Context: an optimization exercise on an open-source flow, tuned for small area. The choices shown serve that exercise and are no tape-out recipe.
RTL that was checked went through simulation tests only; none was proved equivalent to the original.
For runs 5 and 6, only the layout was checked, not whether the RTL still works.
Power and IR drop assume default switching activity.

--- design/flow/design.v ---
package uart_reg_pkg;
    typedef struct packed {
        reg        TX_EN;  
        reg        TX_CLR_OVRN;  
        reg        RX_EN;  
        reg        RX_CLR_OVRN;  
        reg [7:0]  TX_DATA;  
        reg [15:0]  BAUDDIV;  
    } config_reg_t;
    typedef struct packed {
        reg        RX_VALID;  
        reg        RX_OVRN;  
        reg [4:0]  RX_LVL;  
        reg        RX_BUSY;  
        reg        TX_OVRN;  
        reg [4:0]  TX_LVL;  
        reg        TX_BUSY;  
        reg [7:0]  RX_DATA;  
    } status_reg_t;
endpackage
`timescale 1ns/1ps
module uart_top (
    input wire         clk_i,
    input wire         reset_i,
    input wire         rx_data_i,
    output wire        tx_data_o,
    input wire         psel_i,
    input wire         penable_i,
    input wire         pwrite_i,
    input wire  [4:0]  paddr_i,
    input wire  [31:0] pwdata_i,
    output reg  [31:0] prdata_o,
    output wire        pready_o,
    output wire        pslverr_o
);
    wire acc    = psel_i & penable_i;
    wire wr     = acc & pwrite_i;
    wire rd     = acc & ~pwrite_i;
    wire a_cfg  = (paddr_i == 5'h00);
    wire a_txd  = (paddr_i == 5'h08);
    wire a_rxd  = (paddr_i == 5'h0C);
    wire a_baud = (paddr_i == 5'h10);
    assign pready_o  = 1'b1;
    assign pslverr_o = psel_i & paddr_i[4] & (|paddr_i[3:0]);
    reg        tx_en, tx_clr, rx_en, rx_clr;
    reg [7:0]  tx_data_r;
    reg [15:0] baud_div;
    always @(posedge clk_i) begin
        if (reset_i) begin
            tx_en     <= 1'b0;
            tx_clr    <= 1'b0;
            rx_en     <= 1'b0;
            rx_clr    <= 1'b0;
            tx_data_r <= 8'h00;
            baud_div  <= 16'h0029;
        end else begin
            if (wr & a_cfg) begin
                tx_en  <= pwdata_i[0];
                tx_clr <= pwdata_i[1];
                rx_en  <= pwdata_i[2];
                rx_clr <= pwdata_i[3];
            end
            if (wr & a_txd)  tx_data_r <= pwdata_i[7:0];
            if (wr & a_baud) baud_div  <= pwdata_i[15:0];
        end
    end
    wire       tick;
    wire       tx_busy, tx_ovrn, rx_busy, rx_ovrn;
    wire [4:0] tx_lvl, rx_lvl;
    wire [7:0] rx_head;
    wire       rx_valid = (rx_lvl != 5'd0);
    uart_baud u_baud (
        .clk_i(clk_i), .reset_i(reset_i),
        .en_i(tx_en | rx_en), .div_i(baud_div),
        .wr_i(wr & a_baud), .wdata_i(pwdata_i[15:0]),
        .tick_o(tick)
    );
    uart_txp u_tx (
        .clk_i(clk_i), .reset_i(reset_i), .tick_i(tick),
        .en_i(tx_en), .clr_i(tx_clr),
        .wr_i(wr & a_txd), .wdata_i(pwdata_i[7:0]),
        .lvl_o(tx_lvl), .ovrn_o(tx_ovrn), .busy_o(tx_busy),
        .tx_o(tx_data_o)
    );
    uart_rxp u_rx (
        .clk_i(clk_i), .reset_i(reset_i), .tick_i(tick),
        .en_i(rx_en), .clr_i(rx_clr), .rx_i(rx_data_i),
        .pop_i(rd & a_rxd & rx_valid),
        .lvl_o(rx_lvl), .ovrn_o(rx_ovrn), .busy_o(rx_busy),
        .head_o(rx_head)
    );
    always @(*) begin
        prdata_o = 32'h0;
        case (paddr_i)
            5'h00: prdata_o[3:0]  = {rx_clr, rx_en, tx_clr, tx_en};
            5'h04: prdata_o[14:0] = {tx_busy, tx_lvl, tx_ovrn, rx_busy, rx_lvl, rx_ovrn, rx_valid};
            5'h08: prdata_o[7:0]  = tx_data_r;
            5'h0C: prdata_o[7:0]  = rx_head;
            5'h10: prdata_o[15:0] = baud_div;
            default: ;
        endcase
    end
endmodule
module uart_baud (
    input  wire        clk_i,
    input  wire        reset_i,
    input  wire        en_i,
    input  wire [15:0] div_i,
    input  wire        wr_i,
    input  wire [15:0] wdata_i,
    output reg         tick_o
);
    reg [15:0] bcnt;
    reg        bpend, bclr;
    wire       bfire = (bcnt == 16'd1);
    always @(posedge clk_i) begin
        bpend  <= wr_i & (wdata_i != div_i);
        bclr   <= bpend;
        tick_o <= en_i & ~bclr & bfire;
        if (~en_i | bclr | bfire) bcnt <= div_i;
        else                      bcnt <= bcnt - 16'd1;
    end
endmodule
module uart_txp (
    input  wire       clk_i,
    input  wire       reset_i,
    input  wire       tick_i,
    input  wire       en_i,
    input  wire       clr_i,
    input  wire       wr_i,
    input  wire [7:0] wdata_i,
    output reg  [4:0] lvl_o,
    output reg        ovrn_o,
    output wire       busy_o,
    output wire       tx_o
);
    localparam [3:0] T_IDLE = 4'd0, T_FETCH = 4'd1, T_STOP = 4'd12;
    reg [7:0] fifo [0:15];
    reg [3:0] st;
    reg [7:0] tbyte;
    reg [3:0] cnt;
    reg       btick;
    wire full = lvl_o[4];
    wire push = wr_i & ~full;
    wire pop  = (st == T_FETCH);
    wire act  = (st != T_IDLE) & (st != T_FETCH);
    integer i;
    always @(posedge clk_i) begin
        if (push) begin
            fifo[0] <= wdata_i;
            for (i = 1; i < 16; i = i + 1) fifo[i] <= fifo[i-1];
        end
    end
    wire [7:0] rot [0:15];
    genvar g;
    generate
        for (g = 0; g < 16; g = g + 1) begin : g_rot
            assign rot[g] = fifo[(g + 15) % 16];
        end
    endgenerate
    wire [7:0] head = rot[lvl_o[3:0]];
    always @(posedge clk_i) begin
        if (reset_i) begin
            lvl_o  <= 5'd0;
            ovrn_o <= 1'b0;
            st     <= T_IDLE;
        end else begin
            if (push & ~pop)      lvl_o <= lvl_o + 5'd1;
            else if (~push & pop) lvl_o <= lvl_o - 5'd1;
            if (wr_i & full) ovrn_o <= 1'b1;
            else if (clr_i)  ovrn_o <= 1'b0;
            case (st)
                T_IDLE:  if (en_i & (lvl_o != 5'd0)) st <= T_FETCH;
                T_FETCH: st <= 4'd2;
                default: if (btick) st <= (st == T_STOP) ? T_IDLE : st + 4'd1;
            endcase
        end
        if (pop) tbyte <= head;
        if (~act)        cnt <= 4'd0;
        else if (tick_i) cnt <= cnt + 4'd1;
        btick <= act & tick_i & (cnt == 4'd15);
    end
    wire dph = (st >= 4'd4) & (st <= 4'd11);
    assign tx_o   = (st == 4'd3) ? 1'b0 : (dph ? tbyte[{st[3], st[1:0]}] : 1'b1);
    assign busy_o = (st != T_IDLE);
endmodule
module uart_rxp (
    input  wire       clk_i,
    input  wire       reset_i,
    input  wire       tick_i,
    input  wire       en_i,
    input  wire       clr_i,
    input  wire       rx_i,
    input  wire       pop_i,
    output reg  [4:0] lvl_o,
    output reg        ovrn_o,
    output wire       busy_o,
    output wire [7:0] head_o
);
    localparam [3:0] R_MON = 4'd0, R_PUSH = 4'd1, R_FS = 4'd2, R_SV = 4'd3, R_STOP = 4'd12;
    reg       s1, s2;
    reg [3:0] st;
    reg [7:0] rbyte;
    reg [3:0] cnt;
    reg       sp, sq, svalid;
    reg [7:0] fifo [0:15];
    wire mon  = (st == R_MON) | (st == R_PUSH) | (st == R_FS);
    wire dph  = (st >= 4'd4) & (st <= 4'd11);
    wire full = lvl_o[4];
    wire wen  = (st == R_PUSH);
    wire push = wen & ~full;
    assign busy_o = (st != R_MON) & (st != R_PUSH);
    always @(posedge clk_i) begin
        s1 <= rx_i;
        s2 <= s1;
    end
    always @(posedge clk_i) begin
        if (reset_i) begin
            st     <= R_MON;
            lvl_o  <= 5'd0;
            ovrn_o <= 1'b0;
        end else begin
            if (mon) begin
                st <= (~s2 & en_i) ? R_SV : R_MON;
            end else if (svalid) begin
                if (st == R_SV)        st <= sp ? R_FS : 4'd4;
                else if (st == R_STOP) st <= sp ? R_PUSH : R_MON;
                else                   st <= st + 4'd1;
            end
            if (push & ~pop_i)      lvl_o <= lvl_o + 5'd1;
            else if (~push & pop_i) lvl_o <= lvl_o - 5'd1;
            if (wen & full)  ovrn_o <= 1'b1;
            else if (clr_i)  ovrn_o <= 1'b0;
        end
        if (svalid & dph) rbyte <= {sp, rbyte[7:1]};
        if (~busy_o)     cnt <= 4'd0;
        else if (tick_i) cnt <= cnt + 4'd1;
        if (tick_i & busy_o) begin
            if (cnt == 4'd6) begin
                sp <= s2;
                sq <= s2;
            end else if (cnt == 4'd7) begin
                sp <= sp & s2;
                sq <= sq | s2;
            end else if (cnt == 4'd8) begin
                sp <= sp | (sq & s2);
            end
        end
        svalid <= tick_i & busy_o & (cnt == 4'd8);
    end
    integer i;
    always @(posedge clk_i) begin
        if (push) begin
            fifo[0] <= rbyte;
            for (i = 1; i < 16; i = i + 1) fifo[i] <= fifo[i-1];
        end
    end
    wire [7:0] rot [0:15];
    genvar g;
    generate
        for (g = 0; g < 16; g = g + 1) begin : g_rot
            assign rot[g] = fifo[(g + 15) % 16];
        end
    endgenerate
    assign head_o = rot[lvl_o[3:0]];
endmodule
--- design/flow/flow/run.sh ---
#!/bin/bash
set -euo pipefail
export BUFFER_PORTS_ARGS="-buffer_cell sky130_fd_sc_hd__buf_1"
export CTS_ARGS="-sink_clustering_enable -repair_clock_nets -dont_use_dummy_load -buf_list sky130_fd_sc_hd__clkbuf_8 -sink_clustering_size 20 -sink_clustering_max_diameter 50"
bash standard.sh > flow_make.log 2>&1
--- design/flow/standard.sh ---
#!/bin/bash
# synth_recipe.tcl (not shown) runs the flow's synth.tcl, then flattens the netlist and writes it again
# the make line also repeats each setting of config.mk as NAME=value (left out here)
make -C /OpenROAD-flow-scripts/flow DESIGN_CONFIG=/design/flow/config.mk WORK_HOME=/design/flow/orfs CLKGATE_MAP_FILE= SYNTH_SCRIPT=/design/flow/synth_recipe.tcl "${@:-finish}"
--- design/flow/config.mk ---
export PLATFORM = sky130hd
export DESIGN_NAME = uart_top
export DESIGN_NICKNAME = uart_top
export VERILOG_FILES = /design/flow/design.v
export SDC_FILE = /design/flow/constraint.sdc
export NUM_CORES = 4
export LEC_CHECK = 0
export ABC_AREA = 1
export CAP_MARGIN = 20
export CORE_MARGIN = 2
export CORE_UTILIZATION = 70
export SLEW_MARGIN = 20
--- design/flow/constraint.sdc ---
create_clock -name core_clock -period 5.0 [get_ports {clk_i}]
set_input_delay 1.0000 -clock core_clock [delete_from_list [all_inputs] [get_ports {clk_i}]]
set_output_delay 1.0000 -clock core_clock [all_outputs]
set_load 0.01 [all_outputs]
==> results of run 1 <==
-- placed cells by master (no fill, tap or decap), types with 25 or more instances in the layout --
cell type,count
sky130_fd_sc_hd__clkbuf_8,35
sky130_fd_sc_hd__buf_1,44
sky130_fd_sc_hd__nand3_1,153
sky130_fd_sc_hd__o21ai_0,64
sky130_fd_sc_hd__edfxtp_1,274
sky130_fd_sc_hd__nand4_1,28
sky130_fd_sc_hd__nor2_1,163
sky130_fd_sc_hd__dfxtp_1,79
sky130_fd_sc_hd__nand2_1,403
sky130_fd_sc_hd__inv_1,113
sky130_fd_sc_hd__ha_1,25
sky130_fd_sc_hd__a21oi_1,44
-- power by group --
part / internal, mW / leakage [nW] / switching [mW] / total (mW)
logic: 0.401 / 2.60 / 1.04 / 1.44
clock network: 0.627 / 0.252 / 0.893 / 1.52
registers: 3.60 / 3.12 / 0.220 / 3.82
-- worst max-delay path: cells and delay by family (launching register included) --
family        cells  cell delay, ps
simple gates      8            1310
buf+inv           3             320
flops             1             480
-- per-stage QoR --
stage / utilization / cells / hold WS (ps) / cell area [um2]
6_report: 0.7564 / 1813 / 330.7 / 15950
5_1_grt: 0.7564 / 1813 / 345.2 / 15950
4_1_cts: 0.7564 / 1813 / 332.3 / 15950
3_5_place_dp: 0.7335 / 1778 / 315.1 / 15470
3_3_place_gp: 0.7335 / 1778 / 312.0 / 15470
2_1_floorplan: - / 1500 / 309.6 / 15160
-- cell usage after synthesis, types with 7 or more instances --
| cell | number | share of area |
|---|---|---|
| sky130_fd_sc_hd__nand2_1 | 403 | 0.10 |
| sky130_fd_sc_hd__edfxtp_1 | 274 | 0.55 |
| sky130_fd_sc_hd__nor2_1 | 165 | 0.041 |
| sky130_fd_sc_hd__nand3_1 | 153 | 0.051 |
| sky130_fd_sc_hd__inv_1 | 113 | 0.028 |
| sky130_fd_sc_hd__dfxtp_1 | 79 | 0.10 |
| sky130_fd_sc_hd__o21ai_0 | 64 | 0.021 |
| sky130_fd_sc_hd__a21oi_1 | 44 | 0.015 |
| sky130_fd_sc_hd__nand4_1 | 28 | 0.012 |
| sky130_fd_sc_hd__ha_1 | 25 | 0.021 |
| sky130_fd_sc_hd__buf_2 | 21 | 0.0070 |
| sky130_fd_sc_hd__buf_4 | 18 | 0.0090 |
| sky130_fd_sc_hd__xnor2_1 | 17 | 0.0099 |
| sky130_fd_sc_hd__xor2_1 | 14 | 0.0081 |
| sky130_fd_sc_hd__clkbuf_1 | 11 | 0.0027 |
| sky130_fd_sc_hd__nor3_1 | 10 | 0.0033 |
| sky130_fd_sc_hd__o211ai_1 | 8 | 0.0040 |
| sky130_fd_sc_hd__inv_2 | 7 | 0.0017 |
-- how the worst max path moves through the flow --
stage / startpoint / endpoint / slack [ps] / cells past startpoint
floorplan: paddr_i[1] / u_tx.lvl_o[4] / -100 / 17
global placement: paddr_i[1] / u_tx.lvl_o[4] / 1520 / 18
detailed placement: paddr_i[1] / u_tx.lvl_o[4] / 1460 / 17
CTS: u_rx.lvl_o[0] / prdata_o[0] / 1290 / 9
global route: u_rx.lvl_o[0] / prdata_o[7] / 1110 / 11
finish: u_rx.lvl_o[1] / prdata_o[7] / 1330 / 11
-- state kept, by name, indices dropped and copies added (netlist names), 4 cells and up --
name,cells
u_rx.cnt,4
u_tx.st,4
u_tx.fifo,128
u_rx.lvl_o,5
u_rx.st,4
u_rx.fifo,128
baud_div,16
u_tx.tbyte,8
u_rx.rbyte,8
u_baud.bcnt,16
tx_data_r,8
u_tx.lvl_o,5
u_tx.cnt,4
-- per-layer routing --
metal | part of all wire | global-route usage | vias to the layer above
met2 | 0.48 | 0.4636 | 344
met5 | 0 | 0 | -
met3 | 0.058 | 0.04036 | 80
li1 | - | - | 5053
met1 | 0.42 | 0.3683 | 4892
met4 | 0.040 | 0.1332 | 0
-- cell families (layout without fill, tap and decap cells) --
| group | count (synthesis) | count (layout) | synth area share |
|---|---|---|---|
| AOI/OAI and AO/OA | 127 | 127 | 0.04486 |
| xor gates and xnor gates | 31 | 31 | 0.01799 |
| adders and majority gates | 27 | 27 | 0.02338 |
| buffers and inverters | 170 | 208 | 0.04851 |
| DFF | 353 | 353 | 0.6501 |
| other | 2 | 17 | 0.0004977 |
| and+or+nand+nor | 775 | 775 | 0.2147 |
-- cell type report --
type                       count  area (um2)  area share
clock buffer                  35       481.7     0.03020
multi-input combinational    977        4619      0.2896
tap                          275       344.1     0.02157
sequential                   353        9809      0.6150
inverter                     120       450.4     0.02824
timing repair buffer          53       245.2     0.01537
==> results.yml, run 1 <==
status:
  run_status: "finished clean"
sta:
  grt_setup_unrepaired: "no"
  fmax_mhz: 272.8
  number_of_hold_slack_violations_in_the_final_timing_report: 0
  worst_slew_margin_rel: 0.3114
  post-route-min-period_ps: 3665
  finalSetupViolations: 0
  timing.final.crit_share: 0.7330
  maxSlewViolCount: 0
  clock_skew_ps: 81.34
  worst_pin_slew_ps: 1033
  post-route-worst-setup-slack_ps: 1335
  setup-tns-final_ps: 0
critical_path:
  cp.required_ps: 4000
  path_common_cell: "sky130_fd_sc_hd__nand2_1"
  critPathMaxStageDelay_ps: 600
  timing.critical_path.to_type: "output pin"
  timing.critical_path.arrival_ps: 2670
  r2r_slack_ps: 1970
  worstSetupPathType: "flop to output pin"
  worstReg2RegStart: "u_rx.lvl_o[0]"
  startpoint_type: "flop"
  crit_path_cell_trace: "inv_2, nor2_4, nand3_1, nand2_1, nor2_1, nand2_1, inv_1, nand2_1, nand2_1, nand2_1, buf_1"
  rr_endpoint: "u_rx.lvl_o[4]"
  reg2reg_depth: 14
  crit_slowest_cell: "sky130_fd_sc_hd__nor2_4"
  biggest_fanout_along_the_worst_timing_path: 27
placed_design:
  gp_routability_congestion: 0.9120
  port-buffer-count: 44
  detailed_place_hpwl_um: 21220
  pre_cts_ws_ps: 1464
clock_network:
  worst_skew_pair.late_latency_ps: 570
  cts_tree: "yes"
  cts.clk_slew.worst_paths_ps: 70
  cts_repair_resize_count: 0
  ctsHoldBuffers: 0
  cts.repair_timing.setup_buffer_count: 0
  cts_inserted_buffers: 35
  clkSinkCount: 353
  number_of_h_tree_levels: 2
  clock_tree.root_cell: "sky130_fd_sc_hd__clkbuf_8"
  maximum_clock_insertion_buffer_count: 3
global_routing:
  grt_first_pass_wirelength_um: 49270
  pin_count_of_the_biggest_net_entering_global_routing: 129
  initial_antenna_violation_count: 0
  grt_pass1_vias: 9919
  grtUsageTotal: 0.2796
  sum_of_overflow_across_all_layers_after_global_routing: 0
floorplan:
  die_height_um: 150.8
  ios: 78
  dieWidth_um: 150.8
  fp-row-count: 53
  initial_utilization: 0.7156
  design.core.area_mm2: 0.02109
  design.die.area_mm2: 0.02275
pwr:
  total_power_mw: 6.787
  total_leakage_power_nw: 5.980
  power.density_cell_area_mw_per_mm2: 425.5
  ir_worst_vdd_uv: 337.3
synth:
  synth-async-reset-ratio: 0
  synth_area_per_cell_um2: 10.16
  synth-edff-count: 274
  mappedNetlistArea_mm2: 0.01509
  ys.warnings.count: 6
  post_synth_inst_count: 1485
  synthesized_flop_and_latch_total: 353
  synth_sequential_area_ratio: 0.6501
  synth_top_flop_cell: "sky130_fd_sc_hd__edfxtp_1"
  yosysUniqueCellTypes: 33
cells_and_area:
  finish.net_count: 1610
  layout-drive-gt1-share: 0.04291
  areaGrowthSynthToFinish_pct: 5.705
  final.fill_count: 1438
  diodes: 0
routing:
  drcViolationCount: 0
  drt.antenna.violating_nets: 0
  drtIter0Drc: 862
  vias: 10370
  totalWireLength_um: 31520
  via_per_inst: 5.719
  routed_wire_length_per_instance_um: 17.38
  drtPass1Iterations: 5
hold_path:
  hold_path.startpoint: "u_baud.bpend"
  holdCritPathClass: "flop to flop"
  whs_path_depth: 0
  min_delay_worst_endpoint: "u_baud.bclr"
job:
  cap_viol_max_count: 0
==> inputs of run 2 (changes only) <==
==> design/flow/flow/run.sh (replaced) <==
#!/bin/bash
set -euo pipefail
export BUFFER_PORTS_ARGS="-buffer_cell sky130_fd_sc_hd__buf_1"
export CTS_ARGS="-sink_clustering_enable -repair_clock_nets -dont_use_dummy_load -buf_list sky130_fd_sc_hd__clkbuf_16 -sink_clustering_size 40 -sink_clustering_max_diameter 50"
bash standard.sh > flow_make.log 2>&1
--- a/design/flow/config.mk
+++ b/design/flow/config.mk
@@ -8,5 +8,5 @@
 export ABC_AREA = 1
 export CAP_MARGIN = 20
 export CORE_MARGIN = 2
-export CORE_UTILIZATION = 70
+export CORE_UTILIZATION = 60
 export SLEW_MARGIN = 20
==> run 2 against run 1 <==
Synthesized cell count stayed put. Power is 11% higher. Final cell count is 3.0% higher. Clock skew is 40 ps lower. Combinational power hardly changed. Die area is 16% higher. Sequential power hardly changed. Worst setup slack worse by 160 ps. Maximum frequency is 4.2% lower. Critical path depth stayed put. Sequential share of layout area is 1.8 points lower. Sequential cell count stayed put.
==> results.yml, run 2 <==
floorplan:
  fp-row-count: 58
  initial_utilization: 0.6045
  die_height_um: 162.6
  ios: 78
  design.die.area_mm2: 0.02643
  dieWidth_um: 162.6
  design.core.area_mm2: 0.02496
routing:
  routed_wire_length_per_instance_um: 17.00
  totalWireLength_um: 31750
  via_per_inst: 5.491
  vias: 10250
  drtIter0Drc: 863
  drtPass1Iterations: 5
  drt.antenna.violating_nets: 0
  drcViolationCount: 0
hold_path:
  holdCritPathClass: "flop to flop"
clock_network:
  cts.repair_timing.setup_buffer_count: 0
  maximum_clock_insertion_buffer_count: 3
  clock_tree.root_cell: "sky130_fd_sc_hd__clkbuf_16"
  number_of_h_tree_levels: 2
  worst_skew_pair.late_latency_ps: 510
  cts.clk_slew.worst_paths_ps: 60
  clkSinkCount: 353
  ctsHoldBuffers: 0
  cts_inserted_buffers: 36
  cts_repair_resize_count: 0
  cts_tree: "yes"
synth:
  synth-edff-count: 274
  yosysUniqueCellTypes: 33
  yosys.cell_count.top_type: "sky130_fd_sc_hd__nand2_1"
  synth_area_per_cell_um2: 10.16
  synthesized_flop_and_latch_total: 353
  post_synth_inst_count: 1485
  synthTopCellsByCount: "sky130_fd_sc_hd__nand2_1 (403), sky130_fd_sc_hd__edfxtp_1 (274), sky130_fd_sc_hd__nor2_1 (165)"
  synth.area.top_cells: "sky130_fd_sc_hd__edfxtp_1 (55%), sky130_fd_sc_hd__dfxtp_1 (10%), sky130_fd_sc_hd__nand2_1 (10%), sky130_fd_sc_hd__nand3_1 (5.1%), sky130_fd_sc_hd__nor2_1 (4.1%)"
  synth_top_area_cell: "sky130_fd_sc_hd__edfxtp_1"
  synthDominantCellAreaShare: 0.5453
  synth_top_flop_cell: "sky130_fd_sc_hd__edfxtp_1"
  mappedNetlistArea_mm2: 0.01509
  synth_sequential_area_ratio: 0.6501
  synth-async-reset-ratio: 0
  ys.warnings.count: 6
critical_path:
  cp.required_ps: 4000
  biggest_fanout_along_the_worst_timing_path: 32
  startpoint_type: "flop"
  r2r_slack_ps: 1900
  rr_endpoint: "u_rx.lvl_o[4]"
  timing.critical_path.to_type: "output pin"
  reg2reg_depth: 14
  worstSetupEndpoint: "prdata_o[1]"
  worstSetupPathType: "flop to output pin"
  worstReg2RegStart: "u_rx.lvl_o[0]"
  setup.worst_path.start: "u_rx.lvl_o[0]"
  timing.critical_path.arrival_ps: 2820
pwr:
  switching_power_mw: 2.254
  power.density_cell_area_mw_per_mm2: 458.1
  seqPwrFrac: 0.509
  power.clock.fraction: 0.301
  total_leakage_power_nw: 6.162
  switching_share: 0.2995
  cellInternalPower_mw: 5.271
  share_comb_of_total_power: 0.191
  ir_worst_vdd_uv: 388.0
global_routing:
  grt_pass1_vias: 9552
  initial_antenna_violation_count: 0
  pin_count_of_the_biggest_net_entering_global_routing: 129
  grtUsageTotal: 0.2419
  grt_first_pass_wirelength_um: 50050
  sum_of_overflow_across_all_layers_after_global_routing: 0
cells_and_area:
  largestRegisters: "u_rx.fifo: 128 flops, u_tx.fifo: 128 flops"
  final.fill_count: 2051
  fin_area_mm2: 0.01643
  layout-drive-gt1-share: 0.04229
  areaGrowthSynthToFinish_pct: 8.873
  final_common_cell: "sky130_fd_sc_hd__nand2_1"
  area_used_by_sequential_logic_in_the_layout_mm2: 0.009809
  finish.net_count: 1609
  final_cell_mix: "sky130_fd_sc_hd__nand2_1 (403), sky130_fd_sc_hd__edfxtp_1 (274), sky130_fd_sc_hd__nor2_1 (163)"
  diodes: 0
  multiInputGateArea_mm2: 0.004624
sta:
  finalSetupViolations: 0
  post-route-min-period_ps: 3825
  worst_slew_margin_rel: 0.2691
  number_of_hold_slack_violations_in_the_final_timing_report: 0
  fmax_mhz: 261.5
  maxSlewViolCount: 0
  grt_setup_unrepaired: "no"
  clock_skew_ps: 40.90
  timing.final.crit_share: 0.7649
  worst_pin_slew_ps: 1096
  setup-tns-final_ps: 0
placed_design:
  detailed_place_hpwl_um: 21020
  port-buffer-count: 44
  gp_routability_congestion: 0.8215
  placed_cell_area_mm2: 0.01553
job:
  cap_viol_max_count: 0
status:
  run_status: "finished clean"
run 2: cell counts after synthesis:
No cell type changed its count.
run 2: area by class of cell:
type                       instances  share of cell area
clock buffer                      36             0.05484
timing repair buffer              51             0.01401
multi-input combinational        977              0.2815
inverter                         120             0.02742
tap                              330             0.02513
sequential                       353              0.5971
run 2: power groups by stage:
stage	Clock [mW]	Combinational (mW)	Sequential, mW
global route	2.42	1.62	3.87
global placement	0	1.42	3.87
floorplan	0	1.05	3.80
CTS	2.31	1.45	3.83
finish	2.26	1.44	3.83
detailed placement	0	1.43	3.88
run 2: logic make-up (layout without fill, tap and decap cells):
group           count (synthesis)  in the layout  synth area share
buf+inv                       170            207           0.04851
xor+xnor                       31             31           0.01799
other cells                     2             17         0.0004977
flops                         353            353            0.6501
simple gates                  775            775            0.2147
compound gates                127            127           0.04486
fa+ha+maj                      27             27           0.02338
run 2: worst min path at each step:
stage / slack [ps] / from / cells past startpoint / to
after floorplan: 310 / u_baud.bpend / 0 / u_baud.bclr
after global placement: 310 / u_baud.bpend / 0 / u_baud.bclr
after detailed placement: 310 / u_baud.bpend / 0 / u_baud.bclr
after CTS: 320 / u_baud.bpend / 0 / u_baud.bclr
after global routing: 340 / u_baud.bpend / 0 / u_baud.bclr
final: 320 / u_baud.bpend / 0 / u_baud.bclr
run 2: stage by stage:
stage | hold WS, ps | setup WS, ps | instances | power [mW] | util
6_report | 321.6 | 1176 | 1867 | 7.525 | 0.6581
5_1_grt | 338.2 | 1003 | 1867 | 7.904 | 0.6581
4_1_cts | 318.9 | 1149 | 1867 | 7.583 | 0.6581
3_5_place_dp | 314.6 | 1343 | 1831 | 5.317 | 0.6220
3_3_place_gp | 312.8 | 1362 | 1831 | 5.289 | 0.6220
2_1_floorplan | 309.6 | -97.24 | 1500 | 4.852 | -
run 2: per-layer routing:
layer	track usage	share of wire	vias to the layer above
li1	-	-	5064
met1	0.3371	0.45	4876
met2	0.3969	0.48	258
met3	0.03310	0.044	53
met4	0.08126	0.030	0
met5	0	0	-
run 2: critical path, stage by stage, from the launching register on:
cell and delay (ps):
sky130_fd_sc_hd__dfxtp_1 480, sky130_fd_sc_hd__inv_1 210, sky130_fd_sc_hd__nor2_4 670, sky130_fd_sc_hd__nand3_1 270, sky130_fd_sc_hd__nand2_1 140, sky130_fd_sc_hd__inv_1 40, sky130_fd_sc_hd__nand2_1 50, sky130_fd_sc_hd__nor2_1 40
sky130_fd_sc_hd__nand2_1 70, sky130_fd_sc_hd__nand2_1 90, sky130_fd_sc_hd__nand2_1 90, sky130_fd_sc_hd__buf_1 150
==> inputs of run 3 (changes only) <==
==> design/flow/flow/run.sh (replaced) <==
#!/bin/bash
set -euo pipefail
export BUFFER_PORTS_ARGS="-buffer_cell sky130_fd_sc_hd__buf_1"
export CTS_ARGS='-sink_clustering_enable -repair_clock_nets -dont_use_dummy_load -buf_list {sky130_fd_sc_hd__clkbuf_4 sky130_fd_sc_hd__clkbuf_8}'
bash standard.sh > flow_make.log 2>&1
==> run 3 against run 2 <==
Clock-buffer cell count rose by 21. Sequential share of layout area is 0.32 points higher. Critical endpoint unchanged. Global-route usage hardly changed. Register-to-register slack got worse by 30 ps.
==> results.yml, run 3 <==
clock_network:
  cts_repair_resize_count: 0
  cts_inserted_buffers: 57
  cts_tree: "yes"
  clkSinkCount: 353
  clock_tree.root_cell: "sky130_fd_sc_hd__clkbuf_8"
  cts.repair_timing.setup_buffer_count: 0
  worst_skew_pair.late_latency_ps: 590
  number_of_h_tree_levels: 2
  ctsHoldBuffers: 0
  cts.clk_slew.worst_paths_ps: 60
  maximum_clock_insertion_buffer_count: 3
global_routing:
  grtUsageTotal: 0.2417
  grt_first_pass_wirelength_um: 50110
  pin_count_of_the_biggest_net_entering_global_routing: 129
  initial_antenna_violation_count: 0
  sum_of_overflow_across_all_layers_after_global_routing: 0
  grt_pass1_vias: 9612
sta:
  post-route-worst-setup-slack_ps: 1083
  fin_hold_ws_ps: 329.8
  timing.final.crit_share: 0.7834
  maxSlewViolCount: 0
  worst_pin_slew_ps: 964.7
  finalSetupViolations: 0
  clock_skew_ps: 54.44
  worst_slew_margin_rel: 0.3562
  number_of_hold_slack_violations_in_the_final_timing_report: 0
  post-route-min-period_ps: 3917
  setup-tns-final_ps: 0
  grt_setup_unrepaired: "no"
  fmax_mhz: 255.3
cells_and_area:
  layout-drive-gt1-share: 0.05581
  final.fill_count: 2066
  areaGrowthSynthToFinish_pct: 8.283
  largestRegisters: "u_rx.fifo: 128 flops, u_tx.fifo: 128 flops"
  final_common_cell: "sky130_fd_sc_hd__nand2_1"
  multiInputGateArea_mm2: 0.004624
  finish.net_count: 1631
  area_used_by_sequential_logic_in_the_layout_mm2: 0.009809
  final_cell_mix: "sky130_fd_sc_hd__nand2_1 (403), sky130_fd_sc_hd__edfxtp_1 (274), sky130_fd_sc_hd__nor2_1 (163)"
  diodes: 0
synth:
  synth.area.top_cells: "sky130_fd_sc_hd__edfxtp_1 (55%), sky130_fd_sc_hd__dfxtp_1 (10%), sky130_fd_sc_hd__nand2_1 (10%), sky130_fd_sc_hd__nand3_1 (5.1%), sky130_fd_sc_hd__nor2_1 (4.1%)"
  yosys.cell_count.top_type: "sky130_fd_sc_hd__nand2_1"
  ys.warnings.count: 6
  mappedNetlistArea_mm2: 0.01509
  yosysUniqueCellTypes: 33
  synthTopCellsByCount: "sky130_fd_sc_hd__nand2_1 (403), sky130_fd_sc_hd__edfxtp_1 (274), sky130_fd_sc_hd__nor2_1 (165)"
  synth_top_flop_cell: "sky130_fd_sc_hd__edfxtp_1"
  synth_sequential_area_ratio: 0.6501
  synth_area_per_cell_um2: 10.16
  synth_top_area_cell: "sky130_fd_sc_hd__edfxtp_1"
  post_synth_inst_count: 1485
  synth-async-reset-ratio: 0
  synthDominantCellAreaShare: 0.5453
  synth-edff-count: 274
  synthesized_flop_and_latch_total: 353
routing:
  totalWireLength_um: 31740
  drtPass1Iterations: 5
  drt.antenna.violating_nets: 0
  via_per_inst: 5.428
  routed_wire_length_per_instance_um: 16.80
  vias: 10250
  drtIter0Drc: 794
  drcViolationCount: 0
pwr:
  power.density_cell_area_mw_per_mm2: 443.7
  total_power_mw: 7.249
  ir_worst_vdd_uv: 306.3
  total_leakage_power_nw: 6.140
hold_path:
  min_delay_worst_endpoint: "u_baud.bclr"
  hold_path.startpoint: "u_baud.bpend"
  whs_path_depth: 0
  holdCritPathClass: "flop to flop"
placed_design:
  detailed_place_hpwl_um: 21020
  gp_routability_congestion: 0.8215
  port-buffer-count: 44
  pre_cts_ws_ps: 1343
floorplan:
  fp-row-count: 58
  ios: 78
  design.die.area_mm2: 0.02643
  die_height_um: 162.6
  initial_utilization: 0.6045
  dieWidth_um: 162.6
  design.core.area_mm2: 0.02496
critical_path:
  reg2reg_depth: 14
  rr_endpoint: "u_rx.lvl_o[4]"
  startpoint_type: "flop"
  cp.required_ps: 4000
  r2r_slack_ps: 1870
  biggest_fanout_along_the_worst_timing_path: 32
  worstSetupPathType: "flop to output pin"
  timing.critical_path.arrival_ps: 2920
  worstReg2RegStart: "u_rx.lvl_o[1]"
  timing.critical_path.to_type: "output pin"
status:
  run_status: "finished clean"
job:
  cap_viol_max_count: 0
==> run 3: through the flow <==
stage	cell area [um2]	utilization	instances
6_report	16340	0.6545	1889
4_1_cts	16310	0.6534	1888
5_1_grt	16340	0.6545	1889
3_5_place_dp	15530	0.6220	1831
3_3_place_gp	15530	0.6220	1831
2_1_floorplan	15160	-	1500
==> run 3: how the worst max path moves through the flow <==
stage	startpoint	end	slack, ps	cells past startpoint
finish	u_rx.lvl_o[0]	prdata_o[1]	1080	11
global route	u_rx.lvl_o[0]	prdata_o[1]	940	11
CTS	u_rx.lvl_o[0]	prdata_o[1]	1080	11
detailed placement	paddr_i[3]	prdata_o[0]	1340	9
global placement	paddr_i[1]	prdata_o[0]	1360	9
floorplan	paddr_i[1]	u_tx.lvl_o[4]	-100	17
==> run 3: area by class of cell <==
cell class                 instances  area share
multi-input combinational        977      0.2830
inverter                         120     0.02757
tap                              330     0.02527
sequential                       353      0.6004
timing repair buffer              52     0.01577
clock buffer                      57     0.04801
==> run 3: cell families (layout without fill, tap and decap cells) <==
| family | after synthesis | after routing | share of synthesized area |
|---|---|---|---|
| flops | 353 | 353 | 0.6501 |
| other cells | 2 | 17 | 0.0004977 |
| compound gates | 127 | 127 | 0.04486 |
| simple gates | 775 | 775 | 0.2147 |
| fa+ha+maj | 27 | 27 | 0.02338 |
| buf+inv | 170 | 229 | 0.04851 |
| xor+xnor | 31 | 31 | 0.01799 |
==> run 3: layer usage <==
metal / share of wire / vias up / global-route usage
li1: - / 5098 / -
met1: 0.45 / 4825 / 0.3364
met2: 0.47 / 260 / 0.3954
met3: 0.044 / 70 / 0.03387
met4: 0.029 / 0 / 0.08407
met5: 0 / - / 0
==> run 3: worst max-delay path, stage by stage (launching register included) <==
cell and delay [ps]:
sky130_fd_sc_hd__dfxtp_1 480, sky130_fd_sc_hd__inv_1 210, sky130_fd_sc_hd__nor2_4 700, sky130_fd_sc_hd__nand3_1 270
sky130_fd_sc_hd__nand2_1 140, sky130_fd_sc_hd__inv_1 40, sky130_fd_sc_hd__nand2_1 50, sky130_fd_sc_hd__nor2_1 40
sky130_fd_sc_hd__nand2_1 80, sky130_fd_sc_hd__nand2_1 100, sky130_fd_sc_hd__nand2_1 90, sky130_fd_sc_hd__buf_1 150
==> run 3: power by group <==
part	leakage [nW]	internal, mW	switching (mW)
clock network	0.410	0.998	0.973
registers	3.12	3.61	0.220
logic	2.61	0.411	1.04
==> inputs of run 4 (changes only) <==
==> design/flow/flow/run.sh (replaced) <==
#!/bin/bash
set -euo pipefail
export BUFFER_PORTS_ARGS="-buffer_cell sky130_fd_sc_hd__buf_1"
export CTS_ARGS="-sink_clustering_enable -repair_clock_nets -dont_use_dummy_load -buf_list sky130_fd_sc_hd__clkbuf_8 -sink_clustering_size 16 -sink_clustering_max_diameter 50"
bash standard.sh > flow_make.log 2>&1
==> run 4 against run 3 <==
Clock skew rose by 1.6 ps. Area after synthesis stayed put. Clock-buffer cell count fell by 21. First-iteration DRC count up 11%. Critical path type unchanged. Largest cell class unchanged.
==> results.yml, run 4 <==
placed_design:
  pre_cts_ws_ps: 1343
  placed_cell_area_mm2: 0.01553
  port-buffer-count: 44
  gp_routability_congestion: 0.8215
  detailed_place_hpwl_um: 21020
cells_and_area:
  layout-drive-gt1-share: 0.04229
  finish.net_count: 1609
  final.fill_count: 2101
  areaGrowthSynthToFinish_pct: 6.186
  final_cell_mix: "sky130_fd_sc_hd__nand2_1 (403), sky130_fd_sc_hd__edfxtp_1 (274), sky130_fd_sc_hd__nor2_1 (163)"
  diodes: 0
  final_common_cell: "sky130_fd_sc_hd__nand2_1"
  largestRegisters: "u_rx.fifo: 128 flops, u_tx.fifo: 128 flops"
  fin_area_mm2: 0.01602
synth:
  yosys.cell_count.top_type: "sky130_fd_sc_hd__nand2_1"
  synth_top_area_cell: "sky130_fd_sc_hd__edfxtp_1"
  synth_sequential_area_ratio: 0.6501
  post_synth_inst_count: 1485
  synth_top_flop_cell: "sky130_fd_sc_hd__edfxtp_1"
  synth-async-reset-ratio: 0
  ys.warnings.count: 6
  yosysUniqueCellTypes: 33
  synthDominantCellAreaShare: 0.5453
  synth.area.top_cells: "sky130_fd_sc_hd__edfxtp_1 (55%), sky130_fd_sc_hd__dfxtp_1 (10%), sky130_fd_sc_hd__nand2_1 (10%), sky130_fd_sc_hd__nand3_1 (5.1%), sky130_fd_sc_hd__nor2_1 (4.1%)"
  synthesized_flop_and_latch_total: 353
  mappedNetlistArea_mm2: 0.01509
  synthTopCellsByCount: "sky130_fd_sc_hd__nand2_1 (403), sky130_fd_sc_hd__edfxtp_1 (274), sky130_fd_sc_hd__nor2_1 (165)"
  synth_area_per_cell_um2: 10.16
  synth-edff-count: 274
floorplan:
  fp-row-count: 58
  ios: 78
  design.die.area_mm2: 0.02643
  die_height_um: 162.6
  initial_utilization: 0.6045
  dieWidth_um: 162.6
  design.core.area_mm2: 0.02496
sta:
  worst_slew_margin_rel: 0.2606
  number_of_hold_slack_violations_in_the_final_timing_report: 0
  clock_skew_ps: 56.05
  fmax_mhz: 256.4
  maxSlewViolCount: 0
  timing.final.crit_share: 0.7799
  post-route-min-period_ps: 3900
  fin_hold_ws_ps: 318.2
  post-route-worst-setup-slack_ps: 1100
  finalSetupViolations: 0
  worst_pin_slew_ps: 1109
  grt_setup_unrepaired: "no"
global_routing:
  grtUsageTotal: 0.2405
  grt_pass1_vias: 9488
  initial_antenna_violation_count: 0
  grt_first_pass_wirelength_um: 49840
  pin_count_of_the_biggest_net_entering_global_routing: 129
  sum_of_overflow_across_all_layers_after_global_routing: 0
clock_network:
  cts_tree: "yes"
  cts.clk_slew.worst_paths_ps: 80
  clock_tree.root_cell: "sky130_fd_sc_hd__clkbuf_8"
  maximum_clock_insertion_buffer_count: 3
  number_of_h_tree_levels: 2
  cts_repair_resize_count: 0
  cts.repair_timing.setup_buffer_count: 0
  ctsHoldBuffers: 0
  clkSinkCount: 353
  cts_inserted_buffers: 36
  worst_skew_pair.late_latency_ps: 540
routing:
  vias: 10190
  drt.antenna.violating_nets: 0
  routed_wire_length_per_instance_um: 16.89
  drtIter0Drc: 885
  drtPass1Iterations: 6
  via_per_inst: 5.458
  drcViolationCount: 0
  totalWireLength_um: 31530
critical_path:
  timing.critical_path.arrival_ps: 2900
  reg2reg_depth: 14
  worst_path_buffer_plus_inverter_count: 3
  timing.critical_path.to_type: "output pin"
  cp.required_ps: 4000
  path_common_cell: "sky130_fd_sc_hd__nand2_1"
  crit_path_cell_trace: "inv_1, nor2_4, nand3_1, nand2_1, inv_1, nand2_1, nor2_1, nand2_1, nand2_1, nand2_1, buf_1"
  critPathMaxStageDelay_ps: 700
  worstReg2RegStart: "u_rx.lvl_o[0]"
  crit_slowest_cell: "sky130_fd_sc_hd__nor2_4"
  rr_endpoint: "u_rx.lvl_o[4]"
  critical_path_cell_count: 11
  cp_top_family: "simple AND/OR/NAND/NOR gates"
  r2r_slack_ps: 1910
  startpoint_type: "flop"
  worstSetupPathType: "flop to output pin"
  biggest_fanout_along_the_worst_timing_path: 32
status:
  run_status: "finished clean"
hold_path:
  whs_path_depth: 0
  holdCritPathClass: "flop to flop"
  hold_path.startpoint: "u_baud.bpend"
  min_delay_worst_endpoint: "u_baud.bclr"
pwr:
  total_power_mw: 6.807
  switching_share: 0.3174
  power.clock.fraction: 0.228
  seqPwrFrac: 0.561
  ir_worst_vdd_uv: 503.5
  share_comb_of_total_power: 0.211
  switching_power_mw: 2.160
  total_leakage_power_nw: 5.977
  cellInternalPower_mw: 4.646
  power.density_cell_area_mw_per_mm2: 424.8
job:
  cap_viol_max_count: 0
## run 4: final cells by class
type                            count  area [um2]  area share
Clock buffer                       36       495.5     0.03092
Sequential cell                   353        9809      0.6122
Timing Repair Buffer               51       230.2     0.01437
Tap cell                          330       412.9     0.02577
Multi-Input combinational cell    977        4624      0.2886
Inverter                          120       450.4     0.02811
## run 4: how the worst max path moves through the flow
stage | start | end | slack (ps)
3_5_place_dp | paddr_i[3] | prdata_o[0] | 1340
3_3_place_gp | paddr_i[1] | prdata_o[0] | 1360
2_1_floorplan | paddr_i[1] | u_tx.lvl_o[4] | -100
4_1_cts | u_rx.lvl_o[0] | prdata_o[1] | 1100
6_report | u_rx.lvl_o[0] | prdata_o[1] | 1100
5_1_grt | u_rx.lvl_o[0] | prdata_o[1] | 970
## run 4: metrics by stage
step	setup TNS, ps	util	cells
floorplan	-97.24	-	1500
global placement	0	0.6220	1831
detailed placement	0	0.6220	1831
CTS	0	0.6418	1867
global route	0	0.6418	1867
finish	0	0.6418	1867
## run 4: power by group through the flow
stage,registers [mW],logic [mW],clock network (mW)
after floorplan,3.80,1.05,0
after global placement,3.87,1.42,0
after detailed placement,3.88,1.43,0
after CTS,3.82,1.45,1.60
after global routing,3.86,1.62,1.69
final,3.82,1.43,1.55
## run 4: kinds of logic (layout without fill, tap and decap cells)
kind of cell / count (synthesis) / after routing / synth area share
other cells: 2 / 17 / 0.0004977
buf+inv: 170 / 207 / 0.04851
compound gates: 127 / 127 / 0.04486
flops: 353 / 353 / 0.6501
xor+xnor: 31 / 31 / 0.01799
fa+ha+maj: 27 / 27 / 0.02338
simple gates: 775 / 775 / 0.2147
## run 4: per-layer routing
metal | GRT usage | vias up | wire length [um]
met5 | 0 | - | 0
met4 | 0.07844 | 0 | 894
met3 | 0.03158 | 53 | 1307
met2 | 0.3969 | 240 | 14980
met1 | 0.3354 | 4848 | 14350
li1 | - | 5050 | -
==> inputs of run 5 (changes only) <==
--- a/design/flow/design.v
+++ b/design/flow/design.v
@@ -135,36 +135,46 @@
     output wire       tx_o
 );
     localparam [3:0] T_IDLE = 4'd0, T_FETCH = 4'd1, T_STOP = 4'd12;
-    reg [7:0] fifo [0:15];
-    reg [3:0] st;
-    reg [7:0] tbyte;
-    reg [3:0] cnt;
-    reg       btick;
+    reg [7:0]  fifo [0:15];
+    reg [15:0] v;
+    reg        pend;
+    reg [3:0]  st;
+    reg [7:0]  tbyte;
+    reg [3:0]  cnt;
+    reg        btick;
     wire full = lvl_o[4];
     wire push = wr_i & ~full;
     wire pop  = (st == T_FETCH);
     wire act  = (st != T_IDLE) & (st != T_FETCH);
-    integer i;
-    always @(posedge clk_i) begin
-        if (push) begin
-            fifo[0] <= wdata_i;
-            for (i = 1; i < 16; i = i + 1) fifo[i] <= fifo[i-1];
-        end
-    end
-    wire [7:0] rot [0:15];
+    wire take = pend & v[15];
+    wire [16:1] ld;
+    assign ld[16] = take;
     genvar g;
     generate
-        for (g = 0; g < 16; g = g + 1) begin : g_rot
-            assign rot[g] = fifo[(g + 15) % 16];
+        for (g = 1; g < 16; g = g + 1) begin : g_ld
+            assign ld[g] = v[g-1] & (~v[g] | ld[g+1]);
         end
     endgenerate
-    wire [7:0] head = rot[lvl_o[3:0]];
+    integer i;
+    always @(posedge clk_i) begin
+        if (push) fifo[0] <= wdata_i;
+        for (i = 1; i < 16; i = i + 1)
+            if (ld[i]) fifo[i] <= fifo[i-1];
+        if (take) tbyte <= fifo[15];
+    end
     always @(posedge clk_i) begin
         if (reset_i) begin
+            v      <= 16'h0000;
+            pend   <= 1'b0;
             lvl_o  <= 5'd0;
             ovrn_o <= 1'b0;
             st     <= T_IDLE;
         end else begin
+            v[0] <= push | (v[0] & ~ld[1]);
+            for (i = 1; i < 16; i = i + 1)
+                v[i] <= ld[i] | (v[i] & ~ld[i+1]);
+            if (pop)       pend <= 1'b1;
+            else if (take) pend <= 1'b0;
             if (push & ~pop)      lvl_o <= lvl_o + 5'd1;
             else if (~push & pop) lvl_o <= lvl_o - 5'd1;
             if (wr_i & full) ovrn_o <= 1'b1;
@@ -175,7 +185,6 @@
                 default: if (btick) st <= (st == T_STOP) ? T_IDLE : st + 4'd1;
             endcase
         end
-        if (pop) tbyte <= head;
         if (~act)        cnt <= 4'd0;
         else if (tick_i) cnt <= cnt + 4'd1;
         btick <= act & tick_i & (cnt == 4'd15);
==> design/flow/flow/run.sh (replaced) <==
#!/bin/bash
set -euo pipefail
export BUFFER_PORTS_ARGS="-buffer_cell sky130_fd_sc_hd__buf_1"
export CTS_ARGS="-sink_clustering_enable -repair_clock_nets -dont_use_dummy_load -buf_list sky130_fd_sc_hd__clkbuf_16 -sink_clustering_size 22 -sink_clustering_max_diameter 80"
bash standard.sh > flow_make.log 2>&1
==> run 5 against run 4 <==
Global-route usage is 2.7 points lower. Area after synthesis decreased by 5.0%. Via count down 16%. Core utilization rose by 1.3 points. Worst hold slack improved by 20 ps. Sequential cell count grew 17. Final cell count is 17% lower. First-iteration DRC count is 24% lower. Die area is 4.9% lower. Register-to-register slack improved by 370 ps. Maximum frequency is 0.13% higher. Sequential share of layout area grew 4.9 points.
==> results.yml, run 5 <==
critical_path:
  startpoint_type: "flop"
  timing.critical_path.to_type: "output pin"
  reg2reg_depth: 16
  worstSetupPathType: "flop to output pin"
  biggest_fanout_along_the_worst_timing_path: 8
  cp.required_ps: 4000
  timing.critical_path.arrival_ps: 2890
  r2r_slack_ps: 2280
pwr:
  power.density_cell_area_mw_per_mm2: 395.3
  ir_worst_vdd_uv: 300.9
  total_leakage_power_nw: 5.040
  total_power_mw: 6.073
clock_network:
  number_of_h_tree_levels: 1
  clock_tree.root_cell: "sky130_fd_sc_hd__clkbuf_16"
  cts_inserted_buffers: 21
  cts.repair_timing.setup_buffer_count: 0
  clkSinkCount: 370
  ctsHoldBuffers: 0
  maximum_clock_insertion_buffer_count: 3
  worst_skew_pair.late_latency_ps: 520
  cts_tree: "yes"
  cts.clk_slew.worst_paths_ps: 90
  cts_repair_resize_count: 0
placed_design:
  dp.cells: 1535
  placed_cell_area_mm2: 0.01484
  port-buffer-count: 44
  detailed_place_hpwl_um: 18480
  gp_routability_congestion: 0.8102
synth:
  ys.warnings.count: 6
  synthDominantCellAreaShare: 0.5738
  synthTopCellsByCount: "sky130_fd_sc_hd__edfxtp_1 (274), sky130_fd_sc_hd__nand2_1 (216), sky130_fd_sc_hd__inv_1 (124)"
  synth_top_flop_cell: "sky130_fd_sc_hd__edfxtp_1"
  synthesized_flop_and_latch_total: 370
  yosys.cell_count.top_type: "sky130_fd_sc_hd__edfxtp_1"
  synth-async-reset-ratio: 0
  mappedNetlistArea_mm2: 0.01434
  yosysUniqueCellTypes: 46
  synth-edff-count: 274
  synth_sequential_area_ratio: 0.7079
  post_synth_inst_count: 1182
  synth_area_per_cell_um2: 12.13
  synth_top_area_cell: "sky130_fd_sc_hd__edfxtp_1"
  synth.area.top_cells: "sky130_fd_sc_hd__edfxtp_1 (57%), sky130_fd_sc_hd__dfxtp_1 (13%), sky130_fd_sc_hd__nand2_1 (5.7%), sky130_fd_sc_hd__inv_1 (3.2%), sky130_fd_sc_hd__nor2_1 (2.4%)"
hold_path:
  holdCritPathClass: "flop to flop"
  whs_path_depth: 0
routing:
  drcViolationCount: 0
  drt.antenna.violating_nets: 0
  drtIter0Drc: 676
  totalWireLength_um: 26780
  vias: 8519
  via_per_inst: 5.475
  drtPass1Iterations: 4
  routed_wire_length_per_instance_um: 17.21
cells_and_area:
  finish.net_count: 1309
  layout-drive-gt1-share: 0.04446
  final_cell_mix: "sky130_fd_sc_hd__edfxtp_1 (274), sky130_fd_sc_hd__nand2_1 (216), sky130_fd_sc_hd__inv_1 (123)"
  fin_area_mm2: 0.01536
  utilization: 0.6544
  multiInputGateArea_mm2: 0.003583
  final_common_cell: "sky130_fd_sc_hd__edfxtp_1"
  final.fill_count: 1803
  largestRegisters: "u_rx.fifo: 128 flops, u_tx.fifo: 128 flops"
  area_used_by_sequential_logic_in_the_layout_mm2: 0.01015
  diodes: 0
  areaGrowthSynthToFinish_pct: 7.129
  stdcell_count: 1556
floorplan:
  design.die.area_mm2: 0.02515
  dieWidth_um: 158.6
  fp-row-count: 56
  ios: 78
  die_height_um: 158.6
  design.core.area_mm2: 0.02347
  initial_utilization: 0.6109
global_routing:
  sum_of_overflow_across_all_layers_after_global_routing: 0
  grt_pass1_vias: 7679
  grt_first_pass_wirelength_um: 41170
  grtUsageTotal: 0.2140
  pin_count_of_the_biggest_net_entering_global_routing: 73
  initial_antenna_violation_count: 0
sta:
  number_of_hold_slack_violations_in_the_final_timing_report: 0
  finalSetupViolations: 0
  timing.final.crit_share: 0.7789
  worst_pin_slew_ps: 1035
  setup-tns-final_ps: 0
  fmax_mhz: 256.8
  clock_skew_ps: 49.63
  post-route-min-period_ps: 3894
  worst_slew_margin_rel: 0.3060
  grt_setup_unrepaired: "no"
  maxSlewViolCount: 0
status:
  run_status: "finished clean"
job:
  cap_viol_max_count: 0
run 5: area by class of cell:
type,instances,share of cell area
clock buffer,21,0.03421
inverter,127,0.03103
multi-input combinational,667,0.2333
sequential,370,0.6607
tap,319,0.02598
timing repair buffer,52,0.01474
run 5: routing by layer:
layer / track usage / up-vias / routed length (um)
li1: - / 4184 / -
met1: 0.3091 / 4113 / 12270
met3: 0.02749 / 28 / 1401
met4: 0.04376 / 0 / 366
met5: 0 / - / 0
met2: 0.3537 / 194 / 12750
run 5: through the flow:
| stage | setup WS, ps | hold slack, ps |
|---|---|---|
| after detailed placement | 1002 | 317.1 |
| after floorplan | 756.5 | 309.6 |
| after global placement | 1088 | 310.4 |
| final | 1106 | 338.1 |
| after global routing | 948.5 | 350.4 |
| after CTS | 1057 | 339.5 |
run 5: worst max-delay path, cell delays in order (launching register included):
cell and delay [ps]:
sky130_fd_sc_hd__dfxtp_1 430, sky130_fd_sc_hd__inv_1 110, sky130_fd_sc_hd__nor2_1 210, sky130_fd_sc_hd__inv_1 80, sky130_fd_sc_hd__nor2_1 670, sky130_fd_sc_hd__nand2_1 150
sky130_fd_sc_hd__nand4_1 160, sky130_fd_sc_hd__nor3_1 60, sky130_fd_sc_hd__nand3_1 130, sky130_fd_sc_hd__nand2_1 100, sky130_fd_sc_hd__o2111ai_1 110, sky130_fd_sc_hd__buf_1 180
run 5: cell families after synthesis:
family | share of synthesized area
AND/OR/NAND/NOR | 0.1281
adder cells (fa/ha/maj) | 0.02461
flip-flops | 0.7079
other | 0.0005238
XOR/XNOR | 0.01771
buffers and inverters | 0.04668
AO/OA/AOI/OAI | 0.07452
run 5: final timing paths:
check	endpoint	start
min	u_rx.s2	u_rx.s1
max	prdata_o[6]	u_rx.lvl_o[3]
min reg2reg	u_rx.s2	u_rx.s1
max reg2reg	u_rx.lvl_o[4]	u_rx.lvl_o[0]
run 5: where the power goes:
part	internal (mW)	total [mW]	switching (mW)	leakage (nW)
sequential	3.38	3.45	0.0627	2.80
combinational	0.306	0.990	0.684	1.99
clock	0.749	1.64	0.887	0.259
total	4.44	6.07	1.63	5.04
==> inputs of run 6 (changes only) <==
==> design/flow/flow/run.sh (replaced) <==
#!/bin/bash
set -euo pipefail
export BUFFER_PORTS_ARGS="-buffer_cell sky130_fd_sc_hd__buf_1"
export CTS_ARGS="-sink_clustering_enable -repair_clock_nets -dont_use_dummy_load -buf_list sky130_fd_sc_hd__clkbuf_16 -sink_clustering_size 30 -sink_clustering_max_diameter 100"
bash standard.sh > flow_make.log 2>&1
==> run 6 against run 5 <==
Largest cell class unchanged. Highest routed layer unchanged. Critical path type unchanged. Sequential power is essentially flat. Maximum frequency grew 1.6%. Register-to-register slack is essentially flat.
==> results.yml, run 6 <==
status:
  run_status: "finished clean"
cells_and_area:
  layout-drive-gt1-share: 0.04058
  final_cell_mix: "sky130_fd_sc_hd__edfxtp_1 (274), sky130_fd_sc_hd__nand2_1 (216), sky130_fd_sc_hd__inv_1 (123)"
  diodes: 0
  largestRegisters: "u_rx.fifo: 128 flops, u_tx.fifo: 128 flops"
  areaGrowthSynthToFinish_pct: 6.257
  final_common_cell: "sky130_fd_sc_hd__edfxtp_1"
  finish.net_count: 1304
  stdcell_count: 1551
synth:
  yosys.area_share.adder: 0.02461
  synth_sequential_area_ratio: 0.7079
  synthesized_flop_and_latch_total: 370
  synth_top_area_cell: "sky130_fd_sc_hd__edfxtp_1"
  synth_top_flop_cell: "sky130_fd_sc_hd__edfxtp_1"
  synthDominantCellAreaShare: 0.5738
  synth_top_family_by_area: "simple AND/OR/NAND/NOR gates"
  synth_compound_gate_area_share: 0.07452
  synth-async-reset-ratio: 0
  post_synth_mux_area_share: 0
  synth-edff-count: 274
  ys.warnings.count: 6
  post_synth_inst_count: 1182
  synthTopCellsByCount: "sky130_fd_sc_hd__edfxtp_1 (274), sky130_fd_sc_hd__nand2_1 (216), sky130_fd_sc_hd__inv_1 (124)"
  mappedNetlistArea_mm2: 0.01434
  synth_simple_gate_area_share: 0.1281
  synth.area.top_cells: "sky130_fd_sc_hd__edfxtp_1 (57%), sky130_fd_sc_hd__dfxtp_1 (13%), sky130_fd_sc_hd__nand2_1 (5.7%), sky130_fd_sc_hd__inv_1 (3.2%), sky130_fd_sc_hd__nor2_1 (2.4%)"
  post_synth_xor_area_fraction: 0.01771
  synth_area_per_cell_um2: 12.13
  yosys.cell_count.top_type: "sky130_fd_sc_hd__edfxtp_1"
  yosysUniqueCellTypes: 46
sta:
  setup-tns-final_ps: 0
  clock_skew_ps: 53.46
  worst_slew_margin_rel: 0.3109
  timing.final.crit_share: 0.7669
  worst_pin_slew_ps: 1027
  fin_hold_ws_ps: 334.3
  grt_setup_unrepaired: "no"
  fmax_mhz: 260.8
  post-route-min-period_ps: 3835
  finalSetupViolations: 0
  maxSlewViolCount: 0
  number_of_hold_slack_violations_in_the_final_timing_report: 0
clock_network:
  clock_tree.root_cell: "sky130_fd_sc_hd__clkbuf_16"
  cts.clk_slew.worst_paths_ps: 120
  worst_skew_pair.late_latency_ps: 520
  cts.repair_timing.setup_buffer_count: 0
  cts_tree: "yes"
  clkSinkCount: 370
  ctsHoldBuffers: 0
  cts_repair_resize_count: 0
  cts_inserted_buffers: 16
  number_of_h_tree_levels: 1
  maximum_clock_insertion_buffer_count: 3
routing:
  drtPass1Iterations: 5
  drt.antenna.violating_nets: 0
  totalWireLength_um: 26490
  drtIter0Drc: 640
  routed_wire_length_per_instance_um: 17.08
  vias: 8441
  via_per_inst: 5.442
  drcViolationCount: 0
critical_path:
  cp_top_family: "simple AND/OR/NAND/NOR gates"
  biggest_fanout_along_the_worst_timing_path: 8
  reg2reg_depth: 16
  timing.critical_path.to_type: "output pin"
  startpoint_type: "flop"
  crit_slowest_cell: "sky130_fd_sc_hd__nor2_1"
  worstSetupPathType: "flop to output pin"
  rr_endpoint: "u_rx.lvl_o[4]"
  critPathMaxStageDelay_ps: 650
  crit_path_cell_trace: "inv_1, nor2_1, inv_1, nor2_1, nand2_1, nand4_1, nor3_1, nand3_1, nand2_1, o2111ai_1, buf_1"
  r2r_slack_ps: 2270
  worstReg2RegStart: "u_rx.lvl_o[0]"
  worst_path_buffer_plus_inverter_count: 3
  timing.critical_path.arrival_ps: 2830
  cp.required_ps: 4000
hold_path:
  holdCritPathClass: "flop to flop"
  whs_path_depth: 0
  min_delay_worst_endpoint: "u_baud.bclr"
  hold_path.startpoint: "u_baud.bpend"
pwr:
  ir_worst_vdd_uv: 256.3
  power.density_cell_area_mw_per_mm2: 384.5
  total_leakage_power_nw: 4.979
  total_power_mw: 5.858
floorplan:
  design.die.area_mm2: 0.02515
  ios: 78
  fp-row-count: 56
  dieWidth_um: 158.6
  design.core.area_mm2: 0.02347
  initial_utilization: 0.6109
  die_height_um: 158.6
placed_design:
  dp.cells: 1535
  gp_routability_congestion: 0.8102
  port-buffer-count: 44
  detailed_place_hpwl_um: 18480
global_routing:
  grt_first_pass_wirelength_um: 40930
  grt_pass1_vias: 7681
  initial_antenna_violation_count: 0
  sum_of_overflow_across_all_layers_after_global_routing: 0
  pin_count_of_the_biggest_net_entering_global_routing: 73
  grtUsageTotal: 0.2125
job:
  cap_viol_max_count: 0
[run 6: layout make-up]
cell class	instances	area, um2
clock buffers	16	400.4
repair buffers	52	226.5
flip-flops and latches	370	10150
inverters	127	476.7
multi-input cells	667	3583
fillers	1830	8237
well taps	319	399.1
[run 6: per-layer routing]
layer  global-route usage  wire (um)
met4              0.04161        380
met2               0.3527      12720
met3              0.02722       1145
met5                    0          0
met1               0.3065      12240
[run 6: through the flow]
step | setup WS (ps) | area [um2] | utilization
6_report | 1165 | 15240 | 0.6491
3_5_place_dp | 1002 | 14840 | 0.6320
5_1_grt | 970.4 | 15240 | 0.6491
4_1_cts | 1095 | 15240 | 0.6491
3_3_place_gp | 1088 | 14840 | 0.6320
2_1_floorplan | 756.5 | 14400 | -
[run 6: cell families after synthesis]
family,after synthesis
other cells,2
xor+xnor,29
simple gates,411
fa+ha+maj,27
buf+inv,160
flops,370
compound gates,183
[run 6: worst max path at each step]
stage | depth (start not counted) | to | from | slack (ps)
6_report | 11 | prdata_o[6] | u_rx.lvl_o[3] | 1170
5_1_grt | 11 | prdata_o[2] | u_rx.lvl_o[3] | 970
4_1_cts | 11 | prdata_o[6] | u_rx.lvl_o[3] | 1100
3_5_place_dp | 20 | u_tx.lvl_o[4] | paddr_i[4] | 1000
3_3_place_gp | 20 | u_tx.lvl_o[4] | paddr_i[4] | 1090
2_1_floorplan | 14 | u_rx.lvl_o[4] | u_rx.st[2] | 760
[run 6: where the power goes]
part / total [mW] / internal (mW) / switching, mW
clock: 1.42 / 0.580 / 0.844
combinational: 0.988 / 0.306 / 0.682
sequential: 3.45 / 3.38 / 0.0619
total: 5.86 / 4.27 / 1.59

## separate check: timing with driven ports
In the flow no input, the clock included, has a driving cell. The finished layouts below were timed again as built, in two steps. Step 1: set_driving_cell puts a clkbuf_16 on clk_i and a buf_2 on each other input, an assumption about the parent block. Step 2 times the ports against the registers' clock, not the clock port: input delays grow and output delays shrink by t, the midpoint of the rising clock arrivals with the driver on. Three values: no drivers, after step 1, after step 2; two values: the first two.
| run | t, ns | setup slack, ns | worst setup path after step 2 |
|---|---|---|---|
| run 1 | 0.578 | 1.335 / 1.288 / 1.412 | input to register |
| run 2 | 0.543 | 1.175 / 1.124 / 1.252 | input to output |
| run 3 | 0.607 | 1.083 / 1.035 / 1.271 | input to output |
| run 4 | 0.567 | 1.100 / 1.054 / 1.253 | input to output |
| run 5 | 0.543 | 1.106 / 1.056 / 0.984 | input to register |
| run 6 | 0.542 | 1.165 / 1.119 / 0.967 | input to register |
After both steps setup and hold are still met in every run listed. For run 6, which loses most, drivers alone change the setup slack by -0.046 ns; drivers and shift together by -0.198 ns.
